Background: an optimization exercise with open tools, aiming at small area and a short achievable clock period. Do not read the settings as production practice.
In this exercise RTL edits were held to simulation tests only and were not proved equivalent to the original.
Power figures rest on the tool's default switching activity, not on a simulated workload.

before:
==> flow/design.v <==
module dwt_haar2d
#(parameter WIDTH = 128                      
)
(
    input                     HCLK,          
    input                     HRESETn,       
    input                     in_valid,      
    input       [7:0]         in_r0,         
    input       [7:0]         in_g0,
    input       [7:0]         in_b0,
    input       [7:0]         in_r1,         
    input       [7:0]         in_g1,
    input       [7:0]         in_b1,
    output reg                out_valid,
    output reg  signed [9:0]  out_r_ca,
    output reg  signed [9:0]  out_g_ca,
    output reg  signed [9:0]  out_b_ca,
    output reg  signed [9:0]  out_r_ch,
    output reg  signed [9:0]  out_g_ch,
    output reg  signed [9:0]  out_b_ch,
    output reg  signed [9:0]  out_r_cv,
    output reg  signed [9:0]  out_g_cv,
    output reg  signed [9:0]  out_b_cv,
    output reg  signed [9:0]  out_r_cd,
    output reg  signed [9:0]  out_g_cd,
    output reg  signed [9:0]  out_b_cd
);
localparam PAIRS = WIDTH/2;
reg        v1;                               
reg [5:0]  col;                              
reg        row_odd;                          
always @(posedge HCLK, negedge HRESETn) begin
    if (!HRESETn)
        v1 <= 1'b0;
    else
        v1 <= in_valid;
end
always @(posedge HCLK, negedge HRESETn) begin
    if (!HRESETn) begin
        col     <= 6'd0;
        row_odd <= 1'b0;
    end else if (v1) begin
        col <= col + 6'd1;
        if (col == PAIRS-1)
            row_odd <= ~row_odd;
    end
end
wire [8:0] sum_r  = {1'b0, in_r0} + {1'b0, in_r1};
wire [8:0] sum_g  = {1'b0, in_g0} + {1'b0, in_g1};
wire [8:0] sum_b  = {1'b0, in_b0} + {1'b0, in_b1};
wire [8:0] diff_r = {1'b0, in_r0} - {1'b0, in_r1};
wire [8:0] diff_g = {1'b0, in_g0} - {1'b0, in_g1};
wire [8:0] diff_b = {1'b0, in_b0} - {1'b0, in_b1};
reg [47:0] lh;                               
always @(posedge HCLK)
    lh <= {sum_r[8:1], sum_g[8:1], sum_b[8:1], diff_r[8:1], diff_g[8:1], diff_b[8:1]};
wire [7:0] L_r = lh[47:40], L_g = lh[39:32], L_b = lh[31:24];     
wire [7:0] H_r = lh[23:16], H_g = lh[15:8],  H_b = lh[7:0];       
reg [47:0] sr [0:PAIRS-1];
integer i;
always @(posedge HCLK) begin
    if (v1) begin
        sr[0] <= lh;
        for (i = 1; i < PAIRS; i = i + 1)
            sr[i] <= sr[i-1];
    end
end
wire [47:0] top = sr[PAIRS-1];
wire [7:0] tL_r = top[47:40], tL_g = top[39:32], tL_b = top[31:24];
wire [7:0] tH_r = top[23:16], tH_g = top[15:8],  tH_b = top[7:0];
always @(posedge HCLK, negedge HRESETn) begin
    if (!HRESETn)
        out_valid <= 1'b0;
    else
        out_valid <= v1 && row_odd;
end
always @(posedge HCLK) begin
    out_r_ca <= {2'b00, tL_r} + {2'b00, L_r};
    out_g_ca <= {2'b00, tL_g} + {2'b00, L_g};
    out_b_ca <= {2'b00, tL_b} + {2'b00, L_b};
    out_r_ch <= {2'b00, tL_r} - {2'b00, L_r};
    out_g_ch <= {2'b00, tL_g} - {2'b00, L_g};
    out_b_ch <= {2'b00, tL_b} - {2'b00, L_b};
    out_r_cv <= {{2{tH_r[7]}}, tH_r} + {{2{H_r[7]}}, H_r};
    out_g_cv <= {{2{tH_g[7]}}, tH_g} + {{2{H_g[7]}}, H_g};
    out_b_cv <= {{2{tH_b[7]}}, tH_b} + {{2{H_b[7]}}, H_b};
    out_r_cd <= {{2{tH_r[7]}}, tH_r} - {{2{H_r[7]}}, H_r};
    out_g_cd <= {{2{tH_g[7]}}, tH_g} - {{2{H_g[7]}}, H_g};
    out_b_cd <= {{2{tH_b[7]}}, tH_b} - {{2{H_b[7]}}, H_b};
end
endmodule
export LEC_CHECK = 0
export CAP_MARGIN = 20
export CORE_MARGIN = 2
export CORE_UTILIZATION = 40
export SLEW_MARGIN = 20
create_clock -name core_clock -period 7.0 [get_ports {HCLK}]
run.sh (not shown) runs the stock make flow with config.mk's settings and CLKGATE_MAP_FILE= SYNTH_SCRIPT=/design/flow/synth_recipe.tcl, a recipe that flattens the netlist after the stock synthesis.
Having completed the whole flow, before delivered a layout that passed the timing, DRC and antenna checks.
Here is what was changed in the inputs of after compared with before.
-- flow/design.v --
<<< before, line 28
localparam PAIRS = WIDTH/2;
reg        v1;                               
reg [5:0]  col;                              
reg        row_odd;                          
always @(posedge HCLK, negedge HRESETn) begin
    if (!HRESETn)
>>> after, line 28
localparam PAIRS = WIDTH/2;
reg        v1;                               
reg [47:0] pix;                              
always @(posedge HCLK, negedge HRESETn) begin
    if (!HRESETn)
<<< before, line 36
        v1 <= in_valid;
end
always @(posedge HCLK, negedge HRESETn) begin
    if (!HRESETn) begin
>>> after, line 35
        v1 <= in_valid;
end
always @(posedge HCLK)
    pix <= {in_r0, in_g0, in_b0, in_r1, in_g1, in_b1};
wire [7:0] r0 = pix[47:40], g0 = pix[39:32], b0 = pix[31:24];
wire [7:0] r1 = pix[23:16], g1 = pix[15:8],  b1 = pix[7:0];
reg [5:0] col;                               
reg       row_odd;                           
always @(posedge HCLK, negedge HRESETn) begin
    if (!HRESETn) begin
<<< before, line 46
    end
end
wire [8:0] sum_r  = {1'b0, in_r0} + {1'b0, in_r1};
wire [8:0] sum_g  = {1'b0, in_g0} + {1'b0, in_g1};
wire [8:0] sum_b  = {1'b0, in_b0} + {1'b0, in_b1};
wire [8:0] diff_r = {1'b0, in_r0} - {1'b0, in_r1};
wire [8:0] diff_g = {1'b0, in_g0} - {1'b0, in_g1};
wire [8:0] diff_b = {1'b0, in_b0} - {1'b0, in_b1};
reg [47:0] lh;                               
always @(posedge HCLK)
    lh <= {sum_r[8:1], sum_g[8:1], sum_b[8:1], diff_r[8:1], diff_g[8:1], diff_b[8:1]};
wire [7:0] L_r = lh[47:40], L_g = lh[39:32], L_b = lh[31:24];     
wire [7:0] H_r = lh[23:16], H_g = lh[15:8],  H_b = lh[7:0];       
reg [47:0] sr [0:PAIRS-1];
integer i;
>>> after, line 51
    end
end
wire [8:0] sum_r  = {1'b0, r0} + {1'b0, r1};
wire [8:0] sum_g  = {1'b0, g0} + {1'b0, g1};
wire [8:0] sum_b  = {1'b0, b0} + {1'b0, b1};
wire [8:0] diff_r = {1'b0, r0} - {1'b0, r1};
wire [8:0] diff_g = {1'b0, g0} - {1'b0, g1};
wire [8:0] diff_b = {1'b0, b0} - {1'b0, b1};
wire [7:0] L_r = sum_r[8:1],  L_g = sum_g[8:1],  L_b = sum_b[8:1];     
wire [7:0] H_r = diff_r[8:1], H_g = diff_g[8:1], H_b = diff_b[8:1];    
wire [47:0] lh = {L_r, L_g, L_b, H_r, H_g, H_b};
reg [47:0] sr [0:PAIRS-1];
integer i;
==> notes.md <==
- after synthesis and placement, the instance count of after is below that of before.
- Diff before -> after: final area went up 410 sq um, post-detailed-route via-to-cell ratio held, number of clock buffers in the layout went down 1.5%, met3 global-route usage held, total power went up 0.29 mW.
- Compared to before, after has timing-limited maximum frequency 11 MHz lower.
- The clock network fraction of design power number comes out higher for after vs before.
- Part of the cycle the worst path needs came out higher on after than on before.
- On after: via count is 0.35% lower than what before gave.

re-timing with driven ports:
How much do the figures lean on ideal ports? The routed layouts below were timed once more, with nothing changed but the port constraints.
Step 1 sets driving cells, clkbuf_16 on the clock port and buf_2 on the other inputs (assumed; they add their load-dependent delay and slew).
Step 2 moves the port delays by t, midway between the first and last clock arrival at a register: inputs arrive t later, outputs are due t later. That takes back most of the time a late clock gives input paths.
Slacks: no drivers / after step 1 / after step 2; pairs: no drivers / after step 1.
| run | shift t [ns] | slack for setup (ns) | clock arrival spread, ns |
|---|---|---|---|
| before | 0.981 | 3.630 / 3.550 / 3.485 | 0.074 / 0.074 |
| after | 0.962 | 3.495 / 3.410 / 3.751 | 0.099 / 0.098 |
After both steps setup and hold are still met in every run listed. The setup slack of before, which loses most, moves by -0.080 ns with the drivers and by -0.145 ns with both steps.
